From an optimization exercise on the open Yosys and OpenROAD flow, aimed at small area and a short achievable clock period; shortcuts taken in it are not production practice.
RTL that was checked went through simulation tests only; none was proved equivalent to the original.
Function not checked in run 9: the RTL went through the layout flow alone.
Power and IR drop assume default switching activity.

File: design/flow/flow/run.sh
#!/bin/bash
# Standard layout with extra ORFS make settings from flow/make_args.txt
# (repair-timing margin and similar); the full make output goes to standard.log.
args=$(cat flow/make_args.txt)
bash standard.sh $args finish > standard.log 2>&1
File: design/flow/flow/make_args.txt
SETUP_SLACK_MARGIN=6.3
File: design/flow/standard.sh
#!/bin/bash
# synth_recipe.tcl (not shown) runs the flow's synth.tcl, then flattens the netlist and writes it again
# the make line also repeats each setting of config.mk as NAME=value (left out here)
make -C /OpenROAD-flow-scripts/flow DESIGN_CONFIG=/design/flow/config.mk WORK_HOME=/design/flow/orfs CLKGATE_MAP_FILE= SYNTH_SCRIPT=/design/flow/synth_recipe.tcl "${@:-finish}"
File: design/flow/config.mk
export PLATFORM = sky130hd
export DESIGN_NAME = matriscarpici
export DESIGN_NICKNAME = matriscarpici
export VERILOG_FILES = /design/flow/design.v
export SDC_FILE = /design/flow/constraint.sdc
export NUM_CORES = 4
export LEC_CHECK = 0
export CAP_MARGIN = 20
export CORE_MARGIN = 2
export CORE_UTILIZATION = 65
export CTS_CLUSTER_DIAMETER = 150
export CTS_CLUSTER_SIZE = 30
export SETUP_SLACK_MARGIN = 5
export SLEW_MARGIN = 20
File: design/flow/constraint.sdc
create_clock -name core_clock -period 9.5 [get_ports {clk}]
set_input_delay 1.9000 -clock core_clock [delete_from_list [all_inputs] [get_ports {clk}]]
set_output_delay 1.9000 -clock core_clock [all_outputs]
set_load 0.01 [all_outputs]
File: design/flow/design.v
`timescale 1ns / 1ps
module matriscarpici #(parameter M=8)(
    input clk,
    input rst,
    input [M-1:0] matris_veri,
    input matris_gecerli,
    output reg [2*M+1:0] carpim_veri,
    output reg carpim_gecerli
    );
    reg [4:0] n;           
    reg [1:0] k;           
    reg [M-1:0] d_r;       
    reg [M+1:0] t_r3;      
    reg [3:0] i_r;         
    reg t_r;               
    reg [M+3:0] p0l, p0h, p1l, p1h;  
    reg pv;                
    reg [M-1:0] s [0:7];   
    reg [2*M+1:0] f0, g0, f1, g1;  
    wire take = matris_gecerli && !n[4];
    wire shift_a = t_r && (!i_r[3] || i_r[0]);
    wire clr = !n[4] && !n[3];
    wire [M+1:0] r0 [0:3];
    wire [M+1:0] r1 [0:3];
    genvar q;
    generate
        for (q = 0; q < 4; q = q + 1) begin : rows
            wire [1:0] a0 = s[0][2*q+1:2*q];
            wire [1:0] a1 = s[4][2*q+1:2*q];
            assign r0[q] = a0[1] ? (a0[0] ? t_r3 : {1'b0, d_r, 1'b0}) : (a0[0] ? {2'b00, d_r} : {(M+2){1'b0}});
            assign r1[q] = a1[1] ? (a1[0] ? t_r3 : {1'b0, d_r, 1'b0}) : (a1[0] ? {2'b00, d_r} : {(M+2){1'b0}});
        end
    endgenerate
    wire [2*M+1:0] sum0 = f0 + p0l + {p0h, 4'd0};
    wire [2*M+1:0] sum1 = f1 + p1l + {p1h, 4'd0};
    wire out_sum = !rst && n[4] && !k[1] && pv;
    wire [2*M+1:0] out_held = (rst || !n[4]) ? {(2*M+2){1'b0}} :
                              k[1] ? f1 : g0;
    integer j;
    always @(posedge clk) begin
        d_r <= matris_veri;
        t_r3 <= {2'b00, matris_veri} + {1'b0, matris_veri, 1'b0};
        i_r <= n[3:0];
        t_r <= take && !rst;
        if (shift_a) begin
            for (j = 0; j < 7; j = j + 1)
                s[j] <= s[j+1];
            s[7] <= d_r;
        end
        p0l <= r0[0] + {r0[1], 2'b00};
        p0h <= r0[2] + {r0[3], 2'b00};
        p1l <= r1[0] + {r1[1], 2'b00};
        p1h <= r1[2] + {r1[3], 2'b00};
        pv <= t_r && i_r[3];
        if (clr || pv) begin
            f0 <= g0;
            f1 <= g1;
        end else if (n[4] && k == 2'd2) begin
            f1 <= g1;            
        end
        if (clr) begin
            g0 <= 0;
            g1 <= 0;
        end else if (pv) begin
            g0 <= sum0;
            g1 <= sum1;
        end
        carpim_veri <= out_sum ? sum0 : out_held;
        carpim_gecerli <= !rst && n[4];
        if (rst) begin
            n <= 0;
            k <= 0;
        end else if (n[4]) begin
            k <= k + 1;
            if (k == 2'd3)
                n <= 0;
        end else if (take) begin
            n <= n + 1;
        end
    end
endmodule
==> flow_summary.json, run 1 <==
{
  "status": "no timing/DRC/antenna violations",
  "avgSynthCellArea_sq_um": 11.3,
  "worst_setup_path_start_kind": "flop",
  "grt_pass1_wl_um": 41400,
  "min_path_type": "flop to flop",
  "final_net_count": 1225,
  "synth_area_leader_cell": "edfxtp_1",
  "p_total_uw": 2380,
  "setup_tns_ns": 0,
  "dp_cells": 1273,
  "fp.dieArea_sq_um": 19700,
  "crit_path_end": "p0l[10]$_DFF_P_",
  "dp_hpwl_um": 18100,
  "die_x_um": 140,
  "grt_pass1_vias": 7850,
  "ctsHtreeMaxLevel": 1,
  "critPathCaptureType": "flop",
  "clkTransAtPathRegs_ns": 0.11,
  "postRouteAntennaNets": 0,
  "powerDensity_nw_per_um2": 182,
  "stdcell_count": 1332,
  "p_leak_uw": 0.00552,
  "relSlewSlack_pct": 40.5,
  "ios": 30,
  "route.detailed.drc": 0,
  "fill_cells": 1318,
  "reg2reg_depth": 10,
  "multi_input_area_sq_um": 6120,
  "coreArea_sq_um": 18100,
  "whs_ns": 0.415,
  "max_freq_mhz": 322,
  "critPathArrivalTime_ns": 3.47,
  "hold_buffers": 0,
  "r2r_slack_ns": 6.39,
  "fp.dieH_um": 140,
  "period_share_pct": 32.7,
  "antenna_cells": 0,
  "cts_made_buffers": 11,
  "viasPerCell": 6.23,
  "dr_total_vias": 8292,
  "firstDrtPassIters": 5,
  "port_buffers": 29,
  "drive_gt1_share_pct": 13.0,
  "period_needed_ns": 3.11,
  "yosysMostFrequentCell": "dfxtp_1",
  "cts_root_buffer": "clkbuf_16",
  "synth_edf_count": 100,
  "synth_nets": 1191,
  "ys_top_cells_by_area": "edfxtp_1, dfxtp_1, ha_1, mux2_2, a22o_1",
  "netlist_area_sq_um": 12100,
  "drt_wl_total_um": 25900,
  "synth_top_area_share_pct": 24.9,
  "drtIter0Drc": 505,
  "tightest_slew_ns": 0.891,
  "regToRegStartpoint": "s[0][0]$_DFFE_PP_",
  "synth-seq-area-share_pct": 46.7,
  "register_area_sq_um": 5630,
  "clockBufferDepth": 3,
  "wl_per_cell_um": 19.5,
  "ys_types": 71,
  "ys.warnings.count": 2,
  "r2r_end": "p0l[10]$_DFF_P_",
  "tritoncts": "done",
  "vdd_drop_max_uv": 163,
  "gp_congestion": 0.882,
  "grtUsageTotal_pct": 26.4,
  "std_cell_rows": 49,
  "clkSinkCount": 231,
  "yosys_most_used_dff": "dfxtp_1",
  "antenna_found_initial": 0,
  "worstPathRequired_ns": 9.86,
  "synth_seq_cells": 231,
  "syn2layout_area_growth_pct": 8.63,
  "slew_viol_final": 0,
  "startpoint": "s[0][0]$_DFFE_PP_",
  "ys_async_sr_fraction_pct": 0,
  "syn_inst": 1065,
  "cap_violations": 0,
  "rsz0062_at_grt": "yes",
  "finalHoldViolCount": 0,
  "setup_viol": 0,
  "clk_latency_ns": 0.47,
  "start_util_pct": 66.7,
  "finClkSkew_ns": 0.0191,
  "grt_max_degree": 65,
  "gr-total-overflow": 0,
  "crit_type": "flop to flop",
  "synth.top_cells.by_count": "dfxtp_1, edfxtp_1, ha_1",
  "worstPathMaxFanout": 7
}
[where the power goes]
part,switching (uW),internal (uW)
Clock,298,222
Combinational,367,313
Sequential,74.4,1100
Total,740,1640
[routing by layer]
metal / routed length (um) / track usage, %
met1: 11500 / 36.9
met2: 12500 / 45.0
met3: 1410 / 2.70
met4: 460 / 5.79
met5: 0 / 0
[cell type report]
| type | count | area share [%] |
|---|---|---|
| Timing Repair Buffer | 74 | 4.59 |
| Multi-Input combinational cell | 741 | 46.8 |
| Tap cell | 229 | 2.19 |
| Inverter | 40 | 1.15 |
| Clock inverter | 1 | 0.0860 |
| Clock buffer | 16 | 2.25 |
| Sequential cell | 231 | 43.0 |
[through the flow]
stage               cell area, sq um  util, %  worst slack [ns]
finish                         13100     72.4              6.39
CTS                            12800     70.9              6.30
global route                   13100     72.4              6.21
detailed placement             12500     69.0              5.70
global placement               12500     69.0              5.74
floorplan                      12100        -              6.31
[placed cells by master (no fill, tap or decap), types with 15 or more instances in the layout]
cell           count
a21oi_1           50
fa_1              22
mux2i_1           27
nor2_1            69
a22o_1            56
buf_4             44
nand3_1           17
mux2_2            57
nand2_1           39
inv_1             40
edfxtp_1         100
xor2_1            21
ha_1              90
a211oi_1          15
dfxtp_1          129
nor3_1            27
nor2b_1           19
xnor2_1           37
dlygate4sd2_1     22
a21o_1            22
o21ai_0           42
[sequential cells by signal (all words and copies together), names as in the netlist, 10 cells and up]
register,cells
p0h,12
t_r3,10
g1,18
p0l,12
carpim_veri,18
g0,18
p1h,12
f0,18
s,64
p1l,12
f1,18
[worst min path at each step]
stage / startpoint / slack (ns) / depth (start not counted) / to
2_1_floorplan: n[0]$_SDFFE_PP0P_ / 0.39 / 0 / i_r[0]$_DFF_P_
3_3_place_gp: s[5][0]$_DFFE_PP_ / 0.40 / 0 / s[4][0]$_DFFE_PP_
3_5_place_dp: s[1][4]$_DFFE_PP_ / 0.40 / 0 / s[0][4]$_DFFE_PP_
4_1_cts: s[5][2]$_DFFE_PP_ / 0.41 / 0 / s[4][2]$_DFFE_PP_
5_1_grt: s[7][3]$_DFFE_PP_ / 0.42 / 0 / s[6][3]$_DFFE_PP_
6_report: s[5][2]$_DFFE_PP_ / 0.42 / 0 / s[4][2]$_DFFE_PP_
[worst max-delay path: stages, from the launching register on]
cell       delay (ns)
edfxtp_1         0.47
nor2b_1          0.26
a22o_1           0.27
ha_1             0.22
fa_1             0.42
a21o_1           0.20
a21oi_1          0.26
o21bai_1         0.14
a2111oi_1        0.48
nor3_1           0.13
xor2_1           0.15
[what timing repair did]
action                     4_1_cts  5_1_grt
setup endpoints to repair       24        7
buffers inserted                 8       34
gates resized for setup         24        8
pin swaps                        3        0
[logic make-up (layout without fill, tap and decap cells)]
kind of cell / after synthesis / after routing / share of synthesized area (%)
mux: 84 / 84 / 7.57
flops: 231 / 231 / 46.7
xor+xnor: 58 / 58 / 4.21
compound gates: 262 / 262 / 16.2
fa+ha+maj: 115 / 115 / 13.4
simple gates: 222 / 222 / 9.00
buf+inv: 93 / 131 / 2.95
==> run 2, diff against run 1 <==
--- a/design/flow/design.v
+++ b/design/flow/design.v
@@ -11,14 +11,15 @@
     reg [1:0] k;           
     reg [M-1:0] d_r;       
     reg [M+1:0] t_r3;      
-    reg [3:0] i_r;         
     reg t_r;               
     reg [M+3:0] p0l, p0h, p1l, p1h;  
     reg pv;                
     reg [M-1:0] s [0:7];   
     reg [2*M+1:0] f0, g0, f1, g1;  
     wire take = matris_gecerli && !n[4];
-    wire shift_a = t_r && (!i_r[3] || i_r[0]);
+    wire a_r = t_r && (n[4:3] == 2'b00 || n == 5'd8);   
+    wire b_r = t_r && !a_r;                              
+    wire shift_a = a_r || (b_r && !n[0]);                
     wire clr = !n[4] && !n[3];
     wire [M+1:0] r0 [0:3];
     wire [M+1:0] r1 [0:3];
@@ -40,7 +41,6 @@
     always @(posedge clk) begin
         d_r <= matris_veri;
         t_r3 <= {2'b00, matris_veri} + {1'b0, matris_veri, 1'b0};
-        i_r <= n[3:0];
         t_r <= take && !rst;
         if (shift_a) begin
             for (j = 0; j < 7; j = j + 1)
@@ -51,7 +51,7 @@
         p0h <= r0[2] + {r0[3], 2'b00};
         p1l <= r1[0] + {r1[1], 2'b00};
         p1h <= r1[2] + {r1[3], 2'b00};
-        pv <= t_r && i_r[3];
+        pv <= b_r;
         if (clr || pv) begin
             f0 <= g0;
             f1 <= g1;
==> design/flow/flow/make_args.txt (replaced) <==
SETUP_SLACK_MARGIN=6.5
--- a/design/flow/config.mk
+++ b/design/flow/config.mk
@@ -5,6 +5,7 @@
 export SDC_FILE = /design/flow/constraint.sdc
 export NUM_CORES = 4
 export LEC_CHECK = 0
+export ABC_AREA = 1
 export CAP_MARGIN = 20
 export CORE_MARGIN = 2
 export CORE_UTILIZATION = 65
==> flow_summary.json, run 2 <==
{
  "period_needed_ns": 2.97,
  "ys_types": 41,
  "crit_type": "flop to primary output",
  "antenna_cells": 0,
  "largest_reg_flops": 64,
  "vdd_drop_max_uv": 152,
  "powerDensity_nw_per_um2": 180,
  "dp_hpwl_um": 20100,
  "grt_pass1_vias": 8736,
  "wl_per_cell_um": 16.6,
  "cts_root_buffer": "clkbuf_16",
  "slew_viol_final": 0,
  "cts_made_buffers": 11,
  "yosysMostFrequentCell": "nand2_1",
  "syn2layout_area_growth_pct": 6.52,
  "p_total_uw": 2320,
  "synth_edf_count": 100,
  "viasPerCell": 5.73,
  "ys.warnings.count": 2,
  "setup_tns_ns": 0,
  "ctsHtreeMaxLevel": 1,
  "ys_top_cells_by_area": "edfxtp_1, dfxtp_1, ha_1, nand2_1, o21ai_0",
  "worstPathMaxFanout": 1,
  "critPathArrivalTime_ns": 1.07,
  "final_cell_mix": "nand2_1, inv_1, o21ai_0, dfxtp_1, a21oi_1",
  "synth_top_area_share_pct": 24.8,
  "tritoncts": "done",
  "worst_setup_path_start_kind": "flop",
  "firstDrtPassIters": 6,
  "critPathCaptureType": "primary output",
  "fp.dieH_um": 140,
  "worstPathRequired_ns": 7.60,
  "start_util_pct": 66.9,
  "relSlewSlack_pct": 43.3,
  "synth_nets": 1515,
  "period_share_pct": 31.3,
  "clkSinkCount": 229,
  "max_stage_delay_ns": 0.36,
  "clockBufferDepth": 3,
  "synth-seq-area-share_pct": 46.2,
  "regMostFlops": "s",
  "final_common_cell": "nand2_1",
  "cp_top_family": "flip-flops",
  "syn_inst": 1388,
  "postRouteAntennaNets": 0,
  "p_leak_uw": 0.00609,
  "final_core_util_pct": 71.3,
  "max_freq_mhz": 336,
  "whs_ns": 0.412,
  "min_path_type": "flop to flop",
  "ys_async_sr_fraction_pct": 0,
  "crit_buf_inv": 1,
  "drtIter0Drc": 1039,
  "grt_max_degree": 65,
  "post_cts_buffers": 0,
  "slowest_stage": "dfxtp_2",
  "clk_latency_ns": 0.48,
  "gr-total-overflow": 0,
  "drive_gt1_share_pct": 3.62,
  "gp_congestion": 0.906,
  "cap_violations": 0,
  "crit_chain": "clkdlybuf4s15_1",
  "dr_total_vias": 9387,
  "finalHoldViolCount": 0,
  "synth_area_leader_cell": "edfxtp_1",
  "rsz0062_at_grt": "yes",
  "tightest_slew_ns": 0.848,
  "std_cell_rows": 49,
  "grtUsageTotal_pct": 28.0,
  "coreArea_sq_um": 18100,
  "die_x_um": 140,
  "ios": 30,
  "setup_viol": 0,
  "fp.dieArea_sq_um": 19700,
  "finClkSkew_ns": 0.0168,
  "antenna_found_initial": 0,
  "netlist_area_sq_um": 12100,
  "synth_seq_cells": 229,
  "status": "no timing/DRC/antenna violations",
  "synth.top_cells.by_count": "nand2_1, inv_1, o21ai_0",
  "drt_wl_total_um": 27100,
  "avgSynthCellArea_sq_um": 8.72,
  "port_buffers": 29,
  "yosys_most_used_dff": "dfxtp_1",
  "route.detailed.drc": 0,
  "clkTransAtPathRegs_ns": 0.12,
  "final_net_count": 1532,
  "grt_pass1_wl_um": 43800
}
[run 2: cell types whose count changed after synthesis, sizes merged, moves of 18 or more]
cell | previous run | this run
a21o | 22 | 4
a21oi | 52 | 116
a22o | 56 | 3
clkbuf | 46 | 12
inv | 40 | 185
mux2 | 57 | 0
mux2i | 27 | 0
nand2 | 39 | 300
nand3 | 17 | 89
nor2b | 21 | 0
o21ai | 44 | 141
xnor2 | 37 | 13
[run 2: worst paths after layout]
check / start / end / slack [ns] / cells after the start
worst min register to register: s[3][4]$_DFFE_PP_ / s[2][4]$_DFFE_PP_ / 0.41 / 0
worst max-delay path: carpim_veri[2]$_DFF_P_ / carpim_veri[2] / 6.53 / 1
worst min-delay path: s[3][4]$_DFFE_PP_ / s[2][4]$_DFFE_PP_ / 0.41 / 0
worst max register to register: s[0][4]$_DFFE_PP_ / p0h[10]$_DFF_P_ / 6.69 / 10
[run 2: layout make-up]
| cell class | count | area (sq um) |
|---|---|---|
| tap | 229 | 287 |
| sequential | 229 | 5590 |
| clock inverter | 1 | 16.3 |
| clock buffer | 15 | 290 |
| multi-input combinational | 940 | 5710 |
| fill | 1438 | 5200 |
| timing repair buffer | 32 | 282 |
| inverter | 191 | 722 |
[run 2: power breakdown]
group          internal (uW)  leakage [uW]  switching (uW)
logic                    233       0.00384             430
clock network            220      0.000147             301
registers               1090       0.00211            48.3
total                   1540       0.00609             779
[run 2: metrics by stage]
stage	area, sq um	setup WS [ns]	instances
2_1_floorplan	12100	6.51	1388
3_3_place_gp	12600	5.84	1621
3_5_place_dp	12600	5.80	1621
4_1_cts	12900	6.45	1637
5_1_grt	12900	6.46	1637
6_report	12900	6.53	1637
[run 2: repair_timing]
item / 4_1_cts / 5_1_grt
hold buffers: 0 / 0
setup endpoints to repair: 21 / 19
gates resized for setup: 34 / 21
[run 2: routing by layer]
layer	up-vias	global-route usage (%)	wire [um]
met1	4328	39.7	12000
met2	332	45.7	12300
li1	4668	-	-
met5	-	0	0
met4	0	7.92	714
met3	59	3.42	2030
[run 2: cells by family after synthesis]
group	after synthesis	share of synthesized area, %
AND/OR/NAND/NOR	487	17.2
flip-flops	229	46.2
adder cells (fa/ha/maj)	116	13.4
XOR/XNOR	42	3.04
AO/OA/AOI/OAI	295	13.1
buffers and inverters	219	7.16
[run 2: worst reg2reg max path, cell delays in order, from the launching register on]
cell and delay (ns):
edfxtp_1 0.66, clkinv_1 0.40, o21ai_0 0.31, o31ai_1 0.15
ha_1 0.26, fa_1 0.41, nand3_1 0.09, nand2_1 0.10
nand4_1 0.09, nand3_1 0.09, xnor2_1 0.15
==> run 3, diff against run 2 <==
==> design/flow/flow/make_args.txt (replaced) <==
SETUP_SLACK_MARGIN=6.9
==> flow_summary.json, run 3 <==
{
  "synth_nets": 1515,
  "final_cell_area_sq_um": 13200,
  "finClkSkew_ns": 0.0254,
  "p_leak_uw": 0.00623,
  "ios": 30,
  "r2r_end": "p1l[9]$_DFF_P_",
  "grtUsageTotal_pct": 28.6,
  "max_stage_delay_ns": 0.38,
  "crit_type": "flop to primary output",
  "grt_pass1_vias": 8805,
  "cts_made_buffers": 11,
  "intPower_uw": 1550,
  "clkSinkCount": 229,
  "p_total_uw": 2340,
  "ctsHtreeMaxLevel": 1,
  "powerDensity_nw_per_um2": 177,
  "drive_gt1_share_pct": 8.79,
  "die_x_um": 140,
  "r2r_slack_ns": 7.02,
  "synth_seq_cells": 229,
  "postRouteAntennaNets": 0,
  "grt_pass1_wl_um": 45000,
  "crit_buf_inv": 1,
  "clkTransAtPathRegs_ns": 0.12,
  "pwr-share-comb_pct": 28.9,
  "period_share_pct": 30.1,
  "clk_latency_ns": 0.49,
  "slew_viol_final": 0,
  "setup_viol": 0,
  "grt_util_met3_pct": 4.27,
  "gp_congestion": 0.914,
  "vdd_drop_max_uv": 172,
  "setup_tns_ns": 0,
  "reg2reg_depth": 10,
  "cap_violations": 0,
  "start_util_pct": 66.9,
  "relSlewSlack_pct": 45.3,
  "fp.dieH_um": 140,
  "rsz0062_at_grt": "yes",
  "firstDrtPassIters": 7,
  "hold_buffers": 0,
  "viasPerCell": 5.70,
  "status": "no timing/DRC/antenna violations",
  "regMostFlops": "s",
  "dp_hpwl_um": 20200,
  "ys_types": 41,
  "top_usage_layer": "met2",
  "synth_area_leader_cell": "edfxtp_1",
  "crit_chain": "buf_6",
  "grt_use_met1_pct": 39.7,
  "syn2layout_area_growth_pct": 9.08,
  "largest_reg_flops": 64,
  "final_cell_mix": "nand2_1, inv_1, o21ai_0, a21oi_1, dfxtp_1",
  "regToRegStartpoint": "d_r[1]$_DFF_P_",
  "ys.warnings.count": 2,
  "whs_ns": 0.410,
  "port_buffers": 29,
  "ys_async_sr_fraction_pct": 0,
  "wl_per_cell_um": 16.8,
  "critPathCaptureType": "primary output",
  "syn_inst": 1388,
  "startpoint": "carpim_veri[1]$_DFF_P_",
  "critical_path_depth": 1,
  "max_freq_mhz": 349,
  "ys_top_cells_by_area": "edfxtp_1, dfxtp_1, ha_1, nand2_1, o21ai_0",
  "grt_max_degree": 65,
  "clkPwrFrac_pct": 22.5,
  "finalHoldViolCount": 0,
  "tritoncts": "done",
  "tightest_slew_ns": 0.818,
  "antenna_found_initial": 0,
  "min_path_type": "flop to flop",
  "power.switching_uw": 788,
  "yosysMostFrequentCell": "nand2_1",
  "synth_edf_count": 100,
  "worst_setup_path_start_kind": "flop",
  "gr-total-overflow": 0,
  "drt_wl_total_um": 28000,
  "std_cell_rows": 49,
  "critPathArrivalTime_ns": 0.96,
  "route.detailed.drc": 0,
  "yosys_most_used_dff": "dfxtp_1",
  "synth_top_area_share_pct": 24.8,
  "final_common_cell": "nand2_1",
  "netlist_area_sq_um": 12100,
  "slowest_stage": "dfxtp_2",
  "placed_area_sq_um": 12600,
  "crit_path_end": "carpim_veri[1]",
  "antenna_cells": 0,
  "worstPathMaxFanout": 1,
  "coreArea_sq_um": 18100,
  "pwr-share-seq_pct": 48.6,
  "worstPathRequired_ns": 7.60,
  "synth-seq-area-share_pct": 46.2,
  "clockBufferDepth": 3,
  "avgSynthCellArea_sq_um": 8.72,
  "period_needed_ns": 2.86,
  "switching_share_pct": 33.6,
  "synth.top_cells.by_count": "nand2_1, inv_1, o21ai_0",
  "final_net_count": 1557,
  "cp_top_family": "flip-flops",
  "cts_root_buffer": "clkbuf_16",
  "use_met2_pct": 47.9,
  "drtIter0Drc": 1026,
  "dr_total_vias": 9475,
  "fp.dieArea_sq_um": 19700
}
[run 3: per-layer routing]
metal	routed length [um]	part of all wire [%]
met1	12300	44
met5	0	0
met3	2020	7.2
met2	13200	47
met4	470	1.7
[run 3: area by class of cell]
class                      count  area [sq um]
fill                        1432          4890
inverter                     191           728
multi-input combinational    940          5770
sequential                   229          5610
tap                          229           287
timing repair buffer          57           490
clock buffer                  16           294
clock inverter                 1          16.3
[run 3: power by group through the flow]
stage | logic (uW) | registers [uW] | clock network [uW]
2_1_floorplan | 509 | 1140 | 0
3_3_place_gp | 649 | 1160 | 0
3_5_place_dp | 654 | 1160 | 0
4_1_cts | 662 | 1140 | 535
5_1_grt | 772 | 1140 | 574
6_report | 676 | 1140 | 528
[run 3: how the worst min path moves through the flow]
stage	from	to	slack, ns	depth (start not counted)
global route	s[6][4]$_DFFE_PP_	s[5][4]$_DFFE_PP_	0.42	0
detailed placement	s[1][2]$_DFFE_PP_	s[0][2]$_DFFE_PP_	0.40	0
finish	s[3][6]$_DFFE_PP_	s[2][6]$_DFFE_PP_	0.41	0
global placement	s[6][1]$_DFFE_PP_	s[5][1]$_DFFE_PP_	0.40	0
floorplan	s[1][0]$_DFFE_PP_	s[0][0]$_DFFE_PP_	0.40	0
CTS	s[3][6]$_DFFE_PP_	s[2][6]$_DFFE_PP_	0.41	0
[run 3: cells by family after synthesis]
logic type,share of synthesized area [%]
adders and majority gates,13.4
AOI/OAI and AO/OA,13.1
and+or+nand+nor,17.2
DFF,46.2
buffers and inverters,7.16
xor gates and xnor gates,3.04
[run 3: stage by stage]
| stage | cells | utilization, % | setup slack (ns) |
|---|---|---|---|
| finish | 1663 | 73.0 | 6.64 |
| global route | 1663 | 73.0 | 6.62 |
| CTS | 1643 | 72.1 | 6.64 |
| detailed placement | 1619 | 69.7 | 5.76 |
| global placement | 1619 | 69.7 | 5.85 |
| floorplan | 1388 | - | 6.51 |
[run 3: repair_timing]
item / in CTS / in global routing
cloned: 0 / 0
endpoints found under the setup margin: 51 / 44
pin swaps: 10 / 8
buffers inserted: 7 / 20
gates resized for setup: 141 / 16
==> run 4, diff against run 3 <==
==> design/flow/flow/make_args.txt (replaced) <==
SETUP_SLACK_MARGIN=7.1
==> flow_summary.json, run 4 <==
{
  "status": "no timing/DRC/antenna violations",
  "start_util_pct": 66.9,
  "grt_max_degree": 65,
  "largest_reg_flops": 64,
  "drt_wl_total_um": 29000,
  "cap_violations": 0,
  "firstDrtPassIters": 5,
  "crit_type": "flop to primary output",
  "yosysMostFrequentCell": "nand2_1",
  "avgSynthCellArea_sq_um": 8.72,
  "postRouteAntennaNets": 0,
  "die_x_um": 140,
  "antenna_found_initial": 0,
  "vdd_drop_max_uv": 163,
  "synth.top_cells.by_count": "nand2_1, inv_1, o21ai_0",
  "worstPathMaxFanout": 1,
  "synth_nets": 1515,
  "relSlewSlack_pct": 57.1,
  "p_total_uw": 2390,
  "synth_area_leader_cell": "edfxtp_1",
  "fp.dieArea_sq_um": 19700,
  "dp_hpwl_um": 20300,
  "viasPerCell": 5.82,
  "cp_top_family": "flip-flops",
  "synth_seq_cells": 229,
  "max_freq_mhz": 350,
  "final_net_count": 1581,
  "hold_buffers": 0,
  "worst_setup_path_start_kind": "flop",
  "period_share_pct": 30.0,
  "synth_top_area_share_pct": 24.8,
  "finClkSkew_ns": 0.0121,
  "std_cell_rows": 49,
  "critPathCaptureType": "primary output",
  "gp_congestion": 0.921,
  "setup_tns_ns": 0,
  "yosys_most_used_dff": "dfxtp_1",
  "regMostFlops": "s",
  "coreArea_sq_um": 18100,
  "tightest_slew_ns": 0.643,
  "grt_pass1_vias": 8980,
  "min_path_type": "flop to flop",
  "cts_made_buffers": 11,
  "slowest_stage": "dfxtp_2",
  "ys_async_sr_fraction_pct": 0,
  "dpl_worst_slack_ns": 5.80,
  "worstPathRequired_ns": 7.60,
  "rsz0062_at_grt": "yes",
  "crit_chain": "buf_6",
  "netlist_area_sq_um": 12100,
  "critPathArrivalTime_ns": 0.95,
  "stdcell_count": 1686,
  "period_needed_ns": 2.85,
  "clockBufferDepth": 3,
  "grt_pass1_wl_um": 45300,
  "setup_viol": 0,
  "ctsHtreeMaxLevel": 1,
  "register_area_sq_um": 5630,
  "grtUsageTotal_pct": 28.8,
  "antenna_cells": 0,
  "synth-seq-area-share_pct": 46.2,
  "synth_edf_count": 100,
  "syn_inst": 1388,
  "wl_per_cell_um": 17.2,
  "drive_gt1_share_pct": 14.6,
  "clk_latency_ns": 0.48,
  "port_buffers": 29,
  "clkSinkCount": 229,
  "drtIter0Drc": 1333,
  "final_cell_mix": "nand2_1, inv_1, o21ai_0, a21oi_1, dfxtp_1",
  "dr_total_vias": 9813,
  "grt_use_met1_pct": 40.3,
  "powerDensity_nw_per_um2": 174,
  "ys.warnings.count": 2,
  "final_common_cell": "nand2_1",
  "clkTransAtPathRegs_ns": 0.11,
  "gr-total-overflow": 0,
  "syn2layout_area_growth_pct": 13.4,
  "slew_viol_final": 0,
  "cts_root_buffer": "clkbuf_16",
  "finalHoldViolCount": 0,
  "grt_util_met3_pct": 3.59,
  "fp.dieH_um": 140,
  "tritoncts": "done",
  "ys_top_cells_by_area": "edfxtp_1, dfxtp_1, ha_1, nand2_1, o21ai_0",
  "dp_cells": 1619,
  "max_stage_delay_ns": 0.37,
  "p_leak_uw": 0.00635,
  "top_usage_layer": "met2",
  "final_cell_area_sq_um": 13700,
  "placed_area_sq_um": 12700,
  "ys_types": 41,
  "multi_input_area_sq_um": 6000,
  "route.detailed.drc": 0,
  "use_met2_pct": 47.9,
  "worst_slack_ns": 6.65,
  "fill_cells": 1328,
  "crit_buf_inv": 1,
  "ios": 30
}
[run 4: cell count changes in the layout (fill, tap and decap cells not counted), moves of 7 or more]
cell | previous run | this run
ha_1 | 87 | 78
o21ai_0 | 134 | 125
ha_4 | 5 | 12
nand3_2 | 0 | 11
clkinvlp_4 | 1 | 11
nand2_1 | 296 | 286
nand2_2 | 3 | 13
nand3_1 | 88 | 77
buf_6 | 16 | 25
buf_4 | 24 | 43
inv_1 | 176 | 167
[run 4: final timing paths]
| kind | depth (start not counted) | slack [ns] | end | from |
|---|---|---|---|---|
| max | 1 | 6.65 | carpim_veri[0] | carpim_veri[0]$_DFF_P_ |
| min | 0 | 0.43 | s[1][3]$_DFFE_PP_ | s[2][3]$_DFFE_PP_ |
| max reg2reg | 7 | 7.10 | p0h[10]$_DFF_P_ | d_r[7]$_DFF_P_ |
| min reg2reg | 0 | 0.43 | s[1][3]$_DFFE_PP_ | s[2][3]$_DFFE_PP_ |
[run 4: power by group]
| group | internal [uW] | switching (uW) |
|---|---|---|
| logic | 270 | 463 |
| clock network | 220 | 296 |
| registers | 1090 | 50.7 |
| total | 1580 | 809 |
[run 4: cells by family after synthesis]
family                     count (synthesis)  synth area share (%)
and+or+nand+nor                          487                  17.2
AOI/OAI and AO/OA                        295                  13.1
DFF                                      229                  46.2
buffers and inverters                    219                  7.16
adders and majority gates                116                  13.4
xor gates and xnor gates                  42                  3.04
[run 4: area by class of cell]
class | count | area share, %
sequential | 229 | 41.0
multi-input combinational | 940 | 43.8
clock inverter | 1 | 0.119
timing repair buffer | 81 | 5.20
inverter | 191 | 5.69
tap | 229 | 2.09
clock buffer | 15 | 2.12
[run 4: repair_timing]
action                                  4_1_cts  5_1_grt
pin swaps                                    16       10
setup buffers                                24       27
endpoints found under the setup margin      148      120
gates resized for setup                     183       65
hold endpoints to repair                      0        0
[run 4: through the flow]
| step | hold slack, ns | util, % |
|---|---|---|
| final | 0.430 | 75.8 |
| after global routing | 0.437 | 75.8 |
| after CTS | 0.430 | 73.5 |
| after detailed placement | 0.405 | 70.1 |
| after global placement | 0.400 | 70.1 |
| after floorplan | 0.400 | - |
[run 4: routing by layer]
layer	share of wire, %	vias up	wire (um)
met5	0	-	0
met4	1.9	0	558
met3	6.9	67	2000
met2	47	395	13700
met1	44	4583	12700
li1	-	4768	-
==> run 5, diff against run 4 <==
==> design/flow/flow/make_args.txt (replaced) <==
SETUP_SLACK_MARGIN=6.8
==> flow_summary.json, run 5 <==
{
  "finalHoldViolCount": 0,
  "antenna_cells": 0,
  "max_stage_delay_ns": 0.38,
  "worstPathRequired_ns": 7.60,
  "gp_congestion": 0.906,
  "worst_slack_ns": 6.64,
  "critPathCaptureType": "primary output",
  "status": "no timing/DRC/antenna violations",
  "grt_max_degree": 65,
  "grt_pass1_wl_um": 44900,
  "powerDensity_nw_per_um2": 178,
  "largest_reg_flops": 64,
  "avgSynthCellArea_sq_um": 8.72,
  "synth_nets": 1515,
  "coreArea_sq_um": 18100,
  "period_share_pct": 30.1,
  "postRouteAntennaNets": 0,
  "clkTransAtPathRegs_ns": 0.12,
  "cts_root_buffer": "clkbuf_16",
  "top_layer_used": "met4",
  "fp.dieH_um": 140,
  "std_cell_rows": 49,
  "dp_hpwl_um": 20600,
  "critPathArrivalTime_ns": 0.96,
  "dr_wl_met3_um": 1810,
  "wl_met1_um": 12500,
  "yosys_most_used_dff": "dfxtp_1",
  "syn_inst": 1388,
  "fill_cells": 1429,
  "ctsHtreeMaxLevel": 1,
  "synth.top_cells.by_count": "nand2_1, inv_1, o21ai_0",
  "dpl_worst_slack_ns": 5.78,
  "regMostFlops": "s",
  "wl_met2_um": 13500,
  "viasPerCell": 5.71,
  "synth_top_area_share_pct": 24.8,
  "cp_top_family": "flip-flops",
  "p_leak_uw": 0.00621,
  "ys.warnings.count": 2,
  "crit_buf_inv": 1,
  "port_buffers": 29,
  "netlist_area_sq_um": 12100,
  "drt_wl_total_um": 28400,
  "clockBufferDepth": 3,
  "ios": 30,
  "ys_types": 41,
  "ys_top_cells_by_area": "edfxtp_1, dfxtp_1, ha_1, nand2_1, o21ai_0",
  "slew_viol_final": 0,
  "fp.dieArea_sq_um": 19700,
  "final_common_cell": "nand2_1",
  "synth_seq_cells": 229,
  "vdd_drop_max_uv": 135,
  "yosysMostFrequentCell": "nand2_1",
  "start_util_pct": 66.9,
  "worst_setup_path_start_kind": "flop",
  "max_freq_mhz": 350,
  "crit_chain": "buf_6",
  "clkSinkCount": 229,
  "relSlewSlack_pct": 43.2,
  "synth-seq-area-share_pct": 46.2,
  "synth_area_leader_cell": "edfxtp_1",
  "firstDrtPassIters": 6,
  "min_path_type": "flop to flop",
  "period_needed_ns": 2.86,
  "ys_async_sr_fraction_pct": 0,
  "synth_edf_count": 100,
  "setup_tns_ns": 0,
  "final_net_count": 1552,
  "drive_gt1_share_pct": 8.12,
  "syn2layout_area_growth_pct": 8.61,
  "dr_total_vias": 9461,
  "die_x_um": 140,
  "tritoncts": "done",
  "crit_type": "flop to primary output",
  "antenna_found_initial": 0,
  "rsz0062_at_grt": "yes",
  "drtIter0Drc": 991,
  "finClkSkew_ns": 0.0222,
  "wl_per_cell_um": 17.1,
  "setup_viol": 0,
  "grtUsageTotal_pct": 28.7,
  "grt_pass1_vias": 8756,
  "slowest_stage": "dfxtp_2",
  "gr-total-overflow": 0,
  "tightest_slew_ns": 0.850,
  "cap_violations": 0,
  "route.detailed.drc": 0,
  "hold_buffers": 0,
  "final_cell_mix": "nand2_1, inv_1, o21ai_0, a21oi_1, dfxtp_1",
  "worstPathMaxFanout": 1,
  "cts_made_buffers": 11,
  "clk_latency_ns": 0.48
}
==> run 5: layout make-up <==
type | count | area (sq um) | area share [%]
timing repair buffer | 52 | 469 | 3.57
tap | 229 | 287 | 2.18
clock inverter | 1 | 16.3 | 0.124
clock buffer | 16 | 294 | 2.24
multi-input combinational | 940 | 5740 | 43.7
sequential | 229 | 5610 | 42.7
inverter | 191 | 722 | 5.49
==> run 5: what timing repair did <==
action | in CTS | in global routing
pin swaps | 9 | 8
endpoints found under the setup margin | 48 | 29
resized for setup | 140 | 12
buffers inserted | 9 | 13
hold endpoints to repair | 0 | 0
cloned | 0 | 0
==> run 5: cell families after synthesis <==
kind of cell	after synthesis	share of synthesized area (%)
AOI/OAI and AO/OA	295	13.1
xor gates and xnor gates	42	3.04
adders and majority gates	116	13.4
buffers and inverters	219	7.16
DFF	229	46.2
and+or+nand+nor	487	17.2
==> run 5: report_power, final <==
part           total, uW  leakage (uW)  switching [uW]  internal (uW)
Combinational        677       0.00394             437            239
Sequential          1140       0.00212            47.7           1090
Clock                528      0.000148             306            222
Total               2340       0.00621             791           1550
==> run 5: stage by stage <==
stage	power [uW]	instance area [sq um]	std cells	hold WS, ns	util [%]
after floorplan	1650	12200	1388	0.400	-
after CTS	2340	13000	1645	0.414	72.1
after global placement	1810	12600	1619	0.400	69.7
after detailed placement	1820	12600	1619	0.405	69.7
after global routing	2480	13100	1658	0.419	72.7
final	2340	13100	1658	0.412	72.7
==> run 5: worst paths after layout <==
kind / from / endpoint / slack [ns] / cells after the start
setup reg to reg: s[4][3]$_DFFE_PP_ / p1l[11]$_DFF_P_ / 7.04 / 12
hold reg to reg: s[6][4]$_DFFE_PP_ / s[5][4]$_DFFE_PP_ / 0.41 / 0
hold / removal: s[6][4]$_DFFE_PP_ / s[5][4]$_DFFE_PP_ / 0.41 / 0
setup / recovery: carpim_veri[1]$_DFF_P_ / carpim_veri[1] / 6.64 / 1
==> run 5: routing by layer <==
layer | GRT usage (%) | vias up
li1 | - | 4697
met1 | 40.2 | 4403
met2 | 47.9 | 317
met3 | 3.49 | 44
met4 | 7.44 | 0
met5 | 0 | -
==> run 6, diff against run 5 <==
==> design/flow/flow/make_args.txt (replaced) <==
SETUP_SLACK_MARGIN=6.7
==> flow_summary.json, run 6 <==
{
  "min_path_type": "flop to flop",
  "synth_seq_cells": 229,
  "synth_nets": 1515,
  "gr-total-overflow": 0,
  "tritoncts": "done",
  "final_common_cell": "nand2_1",
  "synth_top_area_share_pct": 24.8,
  "r2r_slack_ns": 6.90,
  "crit_type": "flop to primary output",
  "gp_congestion": 0.929,
  "start_util_pct": 66.9,
  "crit_chain": "buf_6",
  "worstPathRequired_ns": 7.60,
  "finClkSkew_ns": 0.0222,
  "grt_max_degree": 65,
  "setup_viol": 0,
  "clkSinkCount": 229,
  "yosys_most_used_dff": "dfxtp_1",
  "crit_buf_inv": 1,
  "avgSynthCellArea_sq_um": 8.72,
  "rsz0062_at_grt": "yes",
  "max_stage_delay_ns": 0.38,
  "grt_pass1_wl_um": 44200,
  "period_needed_ns": 2.87,
  "std_cell_rows": 49,
  "cp_top_family": "flip-flops",
  "largest_reg_flops": 64,
  "postRouteAntennaNets": 0,
  "ys_top_cells_by_area": "edfxtp_1, dfxtp_1, ha_1, nand2_1, o21ai_0",
  "drive_gt1_share_pct": 7.29,
  "p_leak_uw": 0.00620,
  "yosysMostFrequentCell": "nand2_1",
  "drt_wl_total_um": 27800,
  "max_freq_mhz": 349,
  "ys_async_sr_fraction_pct": 0,
  "worstPathMaxFanout": 1,
  "tightest_slew_ns": 0.865,
  "hold_buffers": 0,
  "cap_violations": 0,
  "grt_pass1_vias": 8660,
  "fill_cells": 1424,
  "critical_path_depth": 1,
  "firstDrtPassIters": 7,
  "status": "no timing/DRC/antenna violations",
  "placed_area_sq_um": 12600,
  "clkTransAtPathRegs_ns": 0.11,
  "slowest_stage": "dfxtp_2",
  "worst_setup_path_start_kind": "flop",
  "pwr-share-comb_pct": 29.0,
  "cts_made_buffers": 11,
  "cts_root_buffer": "clkbuf_16",
  "clockBufferDepth": 3,
  "antenna_cells": 0,
  "final_cell_area_sq_um": 13100,
  "ctsHtreeMaxLevel": 1,
  "port_buffers": 29,
  "antenna_found_initial": 0,
  "synth-seq-area-share_pct": 46.2,
  "coreArea_sq_um": 18100,
  "switching_share_pct": 33.7,
  "vdd_drop_max_uv": 155,
  "synth_edf_count": 100,
  "fp.dieH_um": 140,
  "synth.top_cells.by_count": "nand2_1, inv_1, o21ai_0",
  "finalHoldViolCount": 0,
  "slew_viol_final": 0,
  "netlist_area_sq_um": 12100,
  "viasPerCell": 5.72,
  "syn_inst": 1388,
  "pwr-share-seq_pct": 48.9,
  "synth_area_leader_cell": "edfxtp_1",
  "final_net_count": 1549,
  "clk_latency_ns": 0.48,
  "intPower_uw": 1550,
  "ys_types": 41,
  "dr_total_vias": 9467,
  "worstHoldPathCells": 0,
  "p_total_uw": 2340,
  "reg2reg_depth": 10,
  "period_share_pct": 30.2,
  "critPathArrivalTime_ns": 0.97,
  "fp.dieArea_sq_um": 19700,
  "ys.warnings.count": 2,
  "die_x_um": 140,
  "setup_tns_ns": 0,
  "dp_cells": 1619,
  "route.detailed.drc": 0,
  "syn2layout_area_growth_pct": 8.28,
  "ios": 30,
  "final_cell_mix": "nand2_1, inv_1, o21ai_0, a21oi_1, dfxtp_1",
  "relSlewSlack_pct": 42.2,
  "drtIter0Drc": 969,
  "wl_per_cell_um": 16.8,
  "regMostFlops": "s",
  "critPathCaptureType": "primary output",
  "clkPwrFrac_pct": 22.2,
  "powerDensity_nw_per_um2": 178,
  "power.switching_uw": 787,
  "grtUsageTotal_pct": 28.2,
  "dp_hpwl_um": 20300,
  "stdcell_count": 1655
}
run 6: cell counts after synthesis:
No cell type changed its count.
run 6: routing by layer:
| layer | track usage, % | wire length (um) | share of wire [%] | up-vias |
|---|---|---|---|---|
| met3 | 3.90 | 1960 | 7.1 | 71 |
| met2 | 45.4 | 12500 | 45 | 351 |
| met4 | 9.25 | 973 | 3.5 | 0 |
| li1 | - | - | - | 4696 |
| met1 | 39.8 | 12300 | 44 | 4349 |
| met5 | 0 | 0 | 0 | - |
run 6: per-stage QoR:
stage	utilization [%]	setup slack, ns	hold slack [ns]
finish	72.4	6.63	0.417
global route	72.4	6.62	0.423
CTS	71.7	6.63	0.418
detailed placement	69.5	5.79	0.405
global placement	69.5	5.84	0.401
floorplan	-	6.51	0.400
run 6: timing repair:
item                                    CTS  global route
endpoints found under the setup margin   44            32
pin swaps                                 5             3
gates resized for setup                 127            14
buffers inserted                          6            13
run 6: path summary, 6_finish.rpt:
path                                        startpoint                 to
worst min-delay path                 s[3][5]$_DFFE_PP_  s[2][5]$_DFFE_PP_
worst min register to register       s[3][5]$_DFFE_PP_  s[2][5]$_DFFE_PP_
worst max-delay path            carpim_veri[0]$_DFF_P_     carpim_veri[0]
worst max register to register       s[0][4]$_DFFE_PP_    p0h[10]$_DFF_P_
run 6: cell families (layout without fill, tap and decap cells):
kind of cell / count (synthesis) / in the layout / share of synthesized area [%]
buffers and inverters: 219 / 257 / 7.16
XOR/XNOR: 42 / 42 / 3.04
AO/OA/AOI/OAI: 295 / 295 / 13.1
flip-flops: 229 / 229 / 46.2
adder cells (fa/ha/maj): 116 / 116 / 13.4
AND/OR/NAND/NOR: 487 / 487 / 17.2
run 6: cell type report:
class                   count  area [sq um]  area share (%)
multi-input cells         940          5740            43.8
flip-flops and latches    229          5610            42.8
inverters                 191           724            5.53
repair buffers             49           434            3.31
clock buffers              16           294            2.24
well taps                 229           287            2.19
clock inverters             1          16.3           0.124
run 6: power groups by stage:
stage	Combinational, uW	Clock (uW)	Sequential, uW
finish	677	518	1140
global route	774	557	1150
CTS	662	527	1150
detailed placement	654	0	1170
global placement	646	0	1170
floorplan	507	0	1140
==> run 7, diff against run 6 <==
--- a/design/flow/config.mk
+++ b/design/flow/config.mk
@@ -8,7 +8,7 @@
 export ABC_AREA = 1
 export CAP_MARGIN = 20
 export CORE_MARGIN = 2
-export CORE_UTILIZATION = 65
+export CORE_UTILIZATION = 75
 export CTS_CLUSTER_DIAMETER = 150
 export CTS_CLUSTER_SIZE = 30
 export SETUP_SLACK_MARGIN = 5
==> flow_summary.json, run 7 <==
{
  "dp_hpwl_um": 20800,
  "drtIter0Drc": 1297,
  "gr-total-overflow": 0,
  "syn2layout_area_growth_pct": 8.81,
  "cap_violations": 0,
  "final_cell_mix": "nand2_1, inv_1, o21ai_0, a21oi_1, dfxtp_1",
  "clk_latency_ns": 0.48,
  "min_path_type": "flop to flop",
  "critPathArrivalTime_ns": 0.95,
  "crit_buf_inv": 1,
  "regMostFlops": "s",
  "finClkSkew_ns": 0.0205,
  "dr_total_vias": 9901,
  "syn_inst": 1388,
  "postRouteAntennaNets": 0,
  "grtUsageTotal_pct": 35.1,
  "yosysMostFrequentCell": "nand2_1",
  "synth_area_leader_cell": "edfxtp_1",
  "ys.warnings.count": 2,
  "rsz0062_at_grt": "yes",
  "ys_top_cells_by_area": "edfxtp_1, dfxtp_1, ha_1, nand2_1, o21ai_0",
  "viasPerCell": 6.00,
  "largest_reg_flops": 64,
  "synth_seq_cells": 229,
  "max_freq_mhz": 351,
  "gp_congestion": 0.927,
  "antenna_found_initial": 0,
  "final_common_cell": "nand2_1",
  "setup_tns_ns": 0,
  "worstPathRequired_ns": 7.60,
  "route.detailed.drc": 0,
  "ios": 30,
  "crit_type": "flop to primary output",
  "drive_gt1_share_pct": 7.95,
  "fill_cells": 1001,
  "critPathCaptureType": "primary output",
  "fp.dieH_um": 131,
  "hold_buffers": 0,
  "ys_async_sr_fraction_pct": 0,
  "cp_top_family": "flip-flops",
  "max_stage_delay_ns": 0.37,
  "avgSynthCellArea_sq_um": 8.72,
  "dpl_worst_slack_ns": 5.72,
  "yosys_most_used_dff": "dfxtp_1",
  "p_leak_uw": 0.00624,
  "grt_max_degree": 65,
  "drt_wl_total_um": 29700,
  "clockBufferDepth": 3,
  "status": "no timing/DRC/antenna violations",
  "die_x_um": 131,
  "synth.top_cells.by_count": "nand2_1, inv_1, o21ai_0",
  "crit_chain": "buf_6",
  "synth-seq-area-share_pct": 46.2,
  "vdd_drop_max_uv": 170,
  "period_share_pct": 30.0,
  "synth_top_area_share_pct": 24.8,
  "setup_viol": 0,
  "slew_viol_final": 0,
  "worstPathMaxFanout": 1,
  "cts_made_buffers": 11,
  "final_net_count": 1557,
  "grt_pass1_wl_um": 46700,
  "period_needed_ns": 2.85,
  "grt_pass1_vias": 9286,
  "relSlewSlack_pct": 42.0,
  "tightest_slew_ns": 0.869,
  "clkTransAtPathRegs_ns": 0.12,
  "std_cell_rows": 46,
  "worst_setup_path_start_kind": "flop",
  "netlist_area_sq_um": 12100,
  "fp.dieArea_sq_um": 17200,
  "clkSinkCount": 229,
  "synth_nets": 1515,
  "tritoncts": "done",
  "synth_edf_count": 100,
  "ys_types": 41,
  "start_util_pct": 76.5,
  "port_buffers": 29,
  "antenna_cells": 0,
  "cts_root_buffer": "clkbuf_16",
  "worst_slack_ns": 6.65,
  "coreArea_sq_um": 15800,
  "slowest_stage": "dfxtp_2",
  "wl_per_cell_um": 18.0,
  "firstDrtPassIters": 6,
  "r2r_slack_ns": 6.76,
  "finalHoldViolCount": 0,
  "powerDensity_nw_per_um2": 180,
  "ctsHtreeMaxLevel": 1
}
## run 7: cell types whose count changed in the layout (fill, tap and decap cells not counted), sizes merged
cell / before / now
clkinvlp: 0 / 1
clkbuf: 23 / 19
nand2: 300 / 301
dlymetal6s2s: 1 / 2
clkdlybuf4s15: 1 / 0
clkinv: 7 / 6
buf: 36 / 48
dlygate4sd2: 3 / 2
## run 7: layout make-up
| type | count | area [sq um] | share of cell area, % |
|---|---|---|---|
| clock buffer | 16 | 294 | 2.23 |
| sequential | 229 | 5610 | 42.6 |
| multi-input combinational | 941 | 5760 | 43.8 |
| timing repair buffer | 56 | 487 | 3.70 |
| clock inverter | 1 | 16.3 | 0.124 |
| tap | 216 | 270 | 2.05 |
| inverter | 191 | 728 | 5.53 |
## run 7: power breakdown
group          switching, uW  internal, uW  total, uW  leakage, uW
clock network            305           222        527     0.000148
registers               53.6          1090       1140      0.00212
logic                    452           240        692      0.00398
## run 7: cells by family (layout without fill, tap and decap cells)
| group | count (synthesis) | in the layout | synth area share [%] |
|---|---|---|---|
| simple gates | 487 | 488 | 17.2 |
| buf+inv | 219 | 264 | 7.16 |
| xor+xnor | 42 | 42 | 3.04 |
| flops | 229 | 229 | 46.2 |
| fa+ha+maj | 116 | 116 | 13.4 |
| compound gates | 295 | 295 | 13.1 |
## run 7: final timing paths
path | start | to | depth (start not counted)
worst max-delay path | carpim_veri[3]$_DFF_P_ | carpim_veri[3] | 1
worst max register to register | d_r[4]$_DFF_P_ | p0h[11]$_DFF_P_ | 11
worst min-delay path | s[2][4]$_DFFE_PP_ | s[1][4]$_DFFE_PP_ | 0
worst min register to register | s[2][4]$_DFFE_PP_ | s[1][4]$_DFFE_PP_ | 0
## run 7: per-layer routing
layer	wire, um	track usage, %	vias up	share of wire [%]
li1	-	-	4715	-
met1	12000	47.4	4552	40
met2	13800	56.9	538	46
met3	2790	6.35	96	9.4
met4	1090	13.0	0	3.7
met5	0	0	-	0
## run 7: repair_timing
action / in CTS / in global routing
pin swaps: 6 / 5
endpoints found under the setup margin: 40 / 40
resized for setup: 126 / 19
setup buffers: 8 / 18
cloned: 1 / 0
## run 7: per-stage QoR
stage / std cells / hold slack (ns) / total power [uW] / utilization (%) / area [sq um]
floorplan: 1388 / 0.400 / 1650 / - / 12100
global placement: 1606 / 0.400 / 1800 / 79.4 / 12600
detailed placement: 1606 / 0.405 / 1820 / 79.4 / 12600
CTS: 1632 / 0.417 / 2340 / 82.2 / 13000
global route: 1650 / 0.435 / 2500 / 83.2 / 13200
finish: 1650 / 0.408 / 2360 / 83.2 / 13200
==> run 8, diff against run 7 <==
==> design/flow/flow/make_args.txt (replaced) <==
SETUP_SLACK_MARGIN=6.5
--- a/design/flow/config.mk
+++ b/design/flow/config.mk
@@ -8,8 +8,9 @@
 export ABC_AREA = 1
 export CAP_MARGIN = 20
 export CORE_MARGIN = 2
-export CORE_UTILIZATION = 75
-export CTS_CLUSTER_DIAMETER = 150
-export CTS_CLUSTER_SIZE = 30
+export CORE_UTILIZATION = 65
+export CTS_BUF_LIST = sky130_fd_sc_hd__clkbuf_8
+export CTS_CLUSTER_DIAMETER = 100
+export CTS_CLUSTER_SIZE = 16
 export SETUP_SLACK_MARGIN = 5
 export SLEW_MARGIN = 20
==> flow_summary.json, run 8 <==
{
  "status": "no timing/DRC/antenna violations",
  "register_area_sq_um": 5600,
  "worstHoldPathCells": 0,
  "startpoint": "carpim_veri[10]$_DFF_P_",
  "pwr-share-comb_pct": 28.7,
  "grt_pass1_wl_um": 43700,
  "postRouteAntennaNets": 0,
  "avgSynthCellArea_sq_um": 8.72,
  "ys.warnings.count": 2,
  "port_buffers": 29,
  "reg2reg_depth": 10,
  "cts_made_buffers": 18,
  "drive_gt1_share_pct": 5.83,
  "antenna_found_initial": 0,
  "slew_viol_final": 0,
  "synth_nets": 1515,
  "die_x_um": 140,
  "ios": 30,
  "grt_pass1_vias": 8781,
  "clkSinkCount": 229,
  "syn_inst": 1388,
  "cap_violations": 0,
  "max_freq_mhz": 336,
  "clockBufferDepth": 3,
  "fp.dieH_um": 140,
  "hold_end": "s[1][2]$_DFFE_PP_",
  "yosys_most_used_dff": "dfxtp_1",
  "start_util_pct": 66.9,
  "post_cts_buffers": 0,
  "gp_congestion": 0.906,
  "wl_per_cell_um": 16.5,
  "crit_buf_inv": 1,
  "setup_viol": 0,
  "final_core_util_pct": 71.3,
  "synth_simple_gate_area_share_pct": 17.2,
  "synth_compound_area_share_pct": 13.1,
  "grt_max_degree": 65,
  "firstDrtPassIters": 6,
  "gr-total-overflow": 0,
  "worst_setup_path_start_kind": "flop",
  "clk_latency_ns": 0.54,
  "cts_root_buffer": "clkbuf_8",
  "intPower_uw": 1510,
  "setup_tns_ns": 0,
  "clkPwrFrac_pct": 21.9,
  "synth-seq-area-share_pct": 46.2,
  "muxShareOfSynthArea_pct": 0,
  "synth.top_cells.by_count": "nand2_1, inv_1, o21ai_0",
  "crit_chain": "clkdlybuf4s15_2",
  "min_path_type": "flop to flop",
  "synth_top_area_share_pct": 24.8,
  "hp-start": "s[2][2]$_DFFE_PP_",
  "drtIter0Drc": 925,
  "synth_top_family_by_area": "simple AND/OR/NAND/NOR gates",
  "synthXorXnorAreaFrac_pct": 3.04,
  "regToRegStartpoint": "s[0][4]$_DFFE_PP_",
  "synth_area_leader_cell": "edfxtp_1",
  "clkTransAtPathRegs_ns": 0.12,
  "switching_share_pct": 34.4,
  "pwr-share-seq_pct": 49.4,
  "dr_total_vias": 9443,
  "tritoncts": "done",
  "rsz0062_at_grt": "no",
  "period_share_pct": 31.4,
  "critPathArrivalTime_ns": 1.08,
  "ctsHtreeMaxLevel": 1,
  "ys_top_cells_by_area": "edfxtp_1, dfxtp_1, ha_1, nand2_1, o21ai_0",
  "power.switching_uw": 794,
  "powerDensity_nw_per_um2": 179,
  "finalHoldViolCount": 0,
  "largest_reg_flops": 64,
  "finClkSkew_ns": 0.0289,
  "drt_wl_total_um": 27300,
  "slowest_stage": "dfxtp_2",
  "ys_types": 41,
  "synthAdderAreaFrac_pct": 13.4,
  "worstPathRequired_ns": 7.60,
  "route.detailed.drc": 0,
  "p_leak_uw": 0.00616,
  "netlist_area_sq_um": 12100,
  "max_stage_delay_ns": 0.34,
  "vdd_drop_max_uv": 152,
  "multi_input_area_sq_um": 5700,
  "synth_edf_count": 100,
  "final_net_count": 1539,
  "fp.dieArea_sq_um": 19700,
  "syn2layout_area_growth_pct": 6.53,
  "r2r_end": "p0h[10]$_DFF_P_",
  "dp_hpwl_um": 20100,
  "cp_top_family": "flip-flops",
  "grtUsageTotal_pct": 27.9,
  "period_needed_ns": 2.98,
  "r2r_slack_ns": 6.69,
  "fill_cells": 1436,
  "worstPathMaxFanout": 1,
  "regMostFlops": "s",
  "relSlewSlack_pct": 42.2,
  "crit_type": "flop to primary output",
  "critPathCaptureType": "primary output",
  "tightest_slew_ns": 0.864,
  "std_cell_rows": 49,
  "antenna_cells": 0,
  "final_cell_mix": "nand2_1, inv_1, o21ai_0, dfxtp_1, a21oi_1",
  "viasPerCell": 5.71,
  "synth_seq_cells": 229,
  "yosysMostFrequentCell": "nand2_1",
  "ys_async_sr_fraction_pct": 0,
  "coreArea_sq_um": 18100,
  "final_common_cell": "nand2_1"
}
==> run 8: cells by family after synthesis <==
kind of cell,after synthesis
compound gates,295
xor+xnor,42
fa+ha+maj,116
buf+inv,219
flops,229
simple gates,487
==> run 8: worst max path at each step <==
stage | endpoint | cells past startpoint
after global placement | t_r3[7]$_DFF_P_ | 9
after CTS | carpim_veri[1] | 1
after detailed placement | t_r3[7]$_DFF_P_ | 9
final | carpim_veri[10] | 1
after floorplan | t_r3[7]$_DFF_P_ | 8
after global routing | t_r3[7]$_DFF_P_ | 9
==> run 8: repair_timing <==
action,CTS,global route
resized for setup,72,18
endpoints found under the setup margin,21,14
gates cloned,0,0
pin swaps,0,0
hold buffers,0,0
==> run 8: per-layer routing <==
metal | global-route usage, % | wire length, um | up-vias
met2 | 44.7 | 12300 | 353
met4 | 9.62 | 838 | 0
met5 | 0 | 0 | -
met1 | 39.3 | 12100 | 4348
met3 | 4.03 | 2000 | 59
li1 | - | - | 4683
==> run 8: power groups by stage <==
stage / combinational [uW] / sequential [uW] / clock (uW)
after floorplan: 507 / 1140 / 0
after global placement: 645 / 1160 / 0
after detailed placement: 647 / 1160 / 0
after CTS: 653 / 1140 / 517
after global routing: 755 / 1150 / 551
final: 663 / 1140 / 506
==> run 8: per-stage QoR <==
step / hold slack, ns / setup WS (ns) / total power [uW] / instance area (sq um) / cells
2_1_floorplan: 0.400 / 6.51 / 1650 / 12100 / 1388
3_3_place_gp: 0.401 / 5.84 / 1810 / 12600 / 1621
3_5_place_dp: 0.405 / 5.80 / 1810 / 12600 / 1621
4_1_cts: 0.414 / 6.40 / 2310 / 12900 / 1653
5_1_grt: 0.428 / 6.50 / 2450 / 12900 / 1653
6_report: 0.397 / 6.52 / 2310 / 12900 / 1653
==> run 8: area by class of cell <==
type,instances,area share (%)
tap,229,2.22
inverter,191,5.60
timing repair buffer,32,1.98
sequential,229,43.5
multi-input combinational,940,44.2
clock inverter,13,0.476
clock buffer,19,2.03
==> run 9, diff against run 8 <==
--- a/design/flow/design.v
+++ b/design/flow/design.v
@@ -12,7 +12,7 @@
     reg [M-1:0] d_r;       
     reg [M+1:0] t_r3;      
     reg t_r;               
-    reg [M+3:0] p0l, p0h, p1l, p1h;  
+    reg [2*M-1:0] p0, p1;  
     reg pv;                
     reg [M-1:0] s [0:7];   
     reg [2*M+1:0] f0, g0, f1, g1;  
@@ -32,8 +32,8 @@
             assign r1[q] = a1[1] ? (a1[0] ? t_r3 : {1'b0, d_r, 1'b0}) : (a1[0] ? {2'b00, d_r} : {(M+2){1'b0}});
         end
     endgenerate
-    wire [2*M+1:0] sum0 = f0 + p0l + {p0h, 4'd0};
-    wire [2*M+1:0] sum1 = f1 + p1l + {p1h, 4'd0};
+    wire [2*M+1:0] sum0 = f0 + p0;
+    wire [2*M+1:0] sum1 = f1 + p1;
     wire out_sum = !rst && n[4] && !k[1] && pv;
     wire [2*M+1:0] out_held = (rst || !n[4]) ? {(2*M+2){1'b0}} :
                               k[1] ? f1 : g0;
@@ -47,10 +47,8 @@
                 s[j] <= s[j+1];
             s[7] <= d_r;
         end
-        p0l <= r0[0] + {r0[1], 2'b00};
-        p0h <= r0[2] + {r0[3], 2'b00};
-        p1l <= r1[0] + {r1[1], 2'b00};
-        p1h <= r1[2] + {r1[3], 2'b00};
+        p0 <= r0[0] + {r0[1], 2'b00} + {r0[2], 4'b0000} + {r0[3], 6'b000000};
+        p1 <= r1[0] + {r1[1], 2'b00} + {r1[2], 4'b0000} + {r1[3], 6'b000000};
         pv <= b_r;
         if (clr || pv) begin
             f0 <= g0;
--- a/design/flow/config.mk
+++ b/design/flow/config.mk
@@ -9,8 +9,7 @@
 export CAP_MARGIN = 20
 export CORE_MARGIN = 2
 export CORE_UTILIZATION = 65
-export CTS_BUF_LIST = sky130_fd_sc_hd__clkbuf_8
-export CTS_CLUSTER_DIAMETER = 100
-export CTS_CLUSTER_SIZE = 16
+export CTS_CLUSTER_DIAMETER = 150
+export CTS_CLUSTER_SIZE = 30
 export SETUP_SLACK_MARGIN = 5
 export SLEW_MARGIN = 20
==> flow_summary.json, run 9 <==
{
  "netlist_area_sq_um": 11700,
  "relSlewSlack_pct": 44.0,
  "clkPwrFrac_pct": 20.7,
  "period_share_pct": 34.3,
  "dpl_worst_slack_ns": 5.58,
  "port_buffers": 29,
  "syn2layout_area_growth_pct": 19.3,
  "setup_viol": 0,
  "whs_ns": 0.416,
  "dp_cells": 1560,
  "crit_type": "flop to flop",
  "die_x_um": 138,
  "synth_edf_count": 100,
  "grt_pass1_wl_um": 48500,
  "viasPerCell": 5.93,
  "clk_latency_ns": 0.48,
  "worstPathRequired_ns": 9.86,
  "p_leak_uw": 0.00623,
  "pwr-share-seq_pct": 43.5,
  "vdd_drop_max_uv": 187,
  "grt_max_degree": 65,
  "finalHoldViolCount": 0,
  "fill_cells": 1209,
  "start_util_pct": 65.7,
  "max_freq_mhz": 307,
  "avgSynthCellArea_sq_um": 8.74,
  "synth.top_cells.by_count": "nand2_1, inv_1, o21ai_0",
  "clkTransAtPathRegs_ns": 0.11,
  "final_cell_mix": "nand2_1, inv_1, dfxtp_1, edfxtp_1",
  "drtIter0Drc": 1122,
  "ctsHtreeMaxLevel": 1,
  "finClkSkew_ns": 0.0348,
  "critPathCaptureType": "flop",
  "cts_root_buffer": "clkbuf_16",
  "coreArea_sq_um": 17800,
  "ys_top_cells_by_area": "edfxtp_1, dfxtp_1, ha_1, nand2_1, inv_1",
  "firstDrtPassIters": 5,
  "std_cell_rows": 49,
  "drive_gt1_share_pct": 18.8,
  "worstPathMaxFanout": 6,
  "ys.warnings.count": 2,
  "yosys_most_used_dff": "dfxtp_1",
  "dr_total_vias": 9844,
  "clkSinkCount": 213,
  "synth-seq-area-share_pct": 45.1,
  "regMostFlops": "s",
  "intPower_uw": 1640,
  "drt_wl_total_um": 31000,
  "antenna_cells": 0,
  "gr-total-overflow": 0,
  "grtUsageTotal_pct": 31.5,
  "min_path_type": "flop to flop",
  "synth_seq_cells": 213,
  "tightest_slew_ns": 0.839,
  "synth_area_leader_cell": "edfxtp_1",
  "synth_nets": 1467,
  "setup_tns_ns": 0,
  "wl_per_cell_um": 18.7,
  "fp.dieH_um": 138,
  "syn_inst": 1336,
  "register_area_sq_um": 5300,
  "dp_hpwl_um": 20600,
  "slew_viol_final": 0,
  "grt_pass1_vias": 9293,
  "largest_reg_flops": 64,
  "final_common_cell": "nand2_1",
  "ios": 30,
  "yosysMostFrequentCell": "nand2_1",
  "placed_area_sq_um": 12300,
  "antenna_found_initial": 0,
  "powerDensity_nw_per_um2": 180,
  "fp.dieArea_sq_um": 19100,
  "postRouteAntennaNets": 0,
  "status": "no timing/DRC/antenna violations",
  "route.detailed.drc": 0,
  "rsz0062_at_grt": "yes",
  "ys_async_sr_fraction_pct": 0,
  "synth_top_area_share_pct": 25.7,
  "cts_made_buffers": 11,
  "critPathArrivalTime_ns": 3.62,
  "multi_input_area_sq_um": 6330,
  "tritoncts": "done",
  "clockBufferDepth": 3,
  "cap_violations": 0,
  "final_net_count": 1559,
  "power.switching_uw": 867,
  "worst_slack_ns": 6.25,
  "worst_setup_path_start_kind": "flop",
  "pwr-share-comb_pct": 35.8,
  "hold_buffers": 0,
  "final_cell_area_sq_um": 13900,
  "stdcell_count": 1661,
  "gp_congestion": 0.944,
  "period_needed_ns": 3.25,
  "ys_types": 41,
  "switching_share_pct": 34.6
}
## run 9: layout make-up
type | instances | share of cell area, %
flip-flops and latches | 213 | 38.0
repair buffers | 115 | 7.20
well taps | 229 | 2.06
clock buffers | 16 | 2.11
inverters | 176 | 4.95
clock inverters | 1 | 0.216
multi-input cells | 911 | 45.4
## run 9: cell families (layout without fill, tap and decap cells)
family	after synthesis	count (layout)	synth area share [%]
adder cells (fa/ha/maj)	120	120	14.7
flip-flops	213	213	45.1
buffers and inverters	212	308	6.90
AO/OA/AOI/OAI	293	293	14.0
AND/OR/NAND/NOR	461	461	16.5
XOR/XNOR	37	37	2.78
## run 9: worst max-delay path: stages, from the launching register on
cell,delay [ns]
edfxtp_1,0.53
buf_6,0.20
o21ai_4,0.15
o21ai_2,0.08
fa_1,0.54
inv_2,0.05
fa_1,0.55
inv_2,0.05
ha_4,0.31
nand2_2,0.08
nor3_2,0.14
nand2_1,0.10
nand2_2,0.12
a21oi_1,0.09
xor2_1,0.14
## run 9: what timing repair did
| item | 4_1_cts | 5_1_grt |
|---|---|---|
| setup endpoints to repair | 63 | 44 |
| cloned | 1 | 0 |
| resized for setup | 163 | 98 |
| pin swaps | 70 | 57 |
| setup buffers | 63 | 20 |
## run 9: power by group through the flow
stage,Combinational (uW),Clock (uW),Sequential [uW]
after floorplan,507,0,1080
after global placement,621,0,1120
after detailed placement,638,0,1120
after CTS,785,526,1090
after global routing,984,557,1090
final,896,519,1090
## run 9: metal layers
metal | GRT usage [%] | wire [um]
met3 | 4.40 | 2580
met2 | 50.6 | 14400
met1 | 45.5 | 13200
met4 | 8.06 | 882
met5 | 0 | 0
## run 9: worst paths after layout
path	startpoint	end	slack (ns)	cells past startpoint
setup / recovery	s[0][2]$_DFFE_PP_	p0[15]$_DFF_P_	6.25	14
hold / removal	s[2][6]$_DFFE_PP_	s[1][6]$_DFFE_PP_	0.42	0
setup reg to reg	s[0][2]$_DFFE_PP_	p0[15]$_DFF_P_	6.25	14
hold reg to reg	s[2][6]$_DFFE_PP_	s[1][6]$_DFFE_PP_	0.42	0
## run 9: stage by stage
stage	total power [uW]	util, %
6_report	2500	78.4
5_1_grt	2630	78.4
4_1_cts	2400	75.8
3_5_place_dp	1750	69.0
3_3_place_gp	1740	69.0
2_1_floorplan	1580	-

[what the ideal ports hide]
How much do the figures lean on ideal ports? The routed layouts below were timed once more, with nothing changed but the port constraints.
Step 1 assumes that a clkbuf_16 drives the clock port and a buf_2 every other input.
Step 2 times the ports against the registers' clock, not the clock port: input delays grow and output delays shrink by t, the midpoint of the rising clock arrivals with the driver on.
Three values: no drivers, after step 1, after step 2; two values: the first two.
run | t, ns | setup WS [ns] | worst hold slack (ns) | cell pins on the clock port's net
run 1 | 0.510 | 6.392 / 6.392 / 5.942 | 0.415 / 0.415 / 0.415 | 1
run 2 | 0.514 | 6.527 / 6.482 / 6.038 | 0.412 / 0.412 / 0.412 | 1
run 3 | 0.524 | 6.636 / 6.590 / 6.318 | 0.410 / 0.410 / 0.410 | 1
run 4 | 0.517 | 6.646 / 6.599 / 6.343 | 0.430 / 0.430 / 0.430 | 1
run 5 | 0.513 | 6.644 / 6.596 / 6.277 | 0.412 / 0.412 / 0.412 | 1
run 6 | 0.518 | 6.634 / 6.586 / 6.240 | 0.417 / 0.417 / 0.417 | 1
run 7 | 0.516 | 6.649 / 6.603 / 6.204 | 0.408 / 0.408 / 0.408 | 1
run 8 | 0.561 | 6.520 / 6.478 / 6.039 | 0.397 / 0.397 / 0.397 | 1
run 9 | 0.511 | 6.246 / 6.246 / 6.061 | 0.416 / 0.416 / 0.416 | 1
After both steps every run listed still meets setup and hold. For run 2, which loses most, drivers alone change the setup slack by -0.045 ns; drivers and shift together by -0.489 ns.
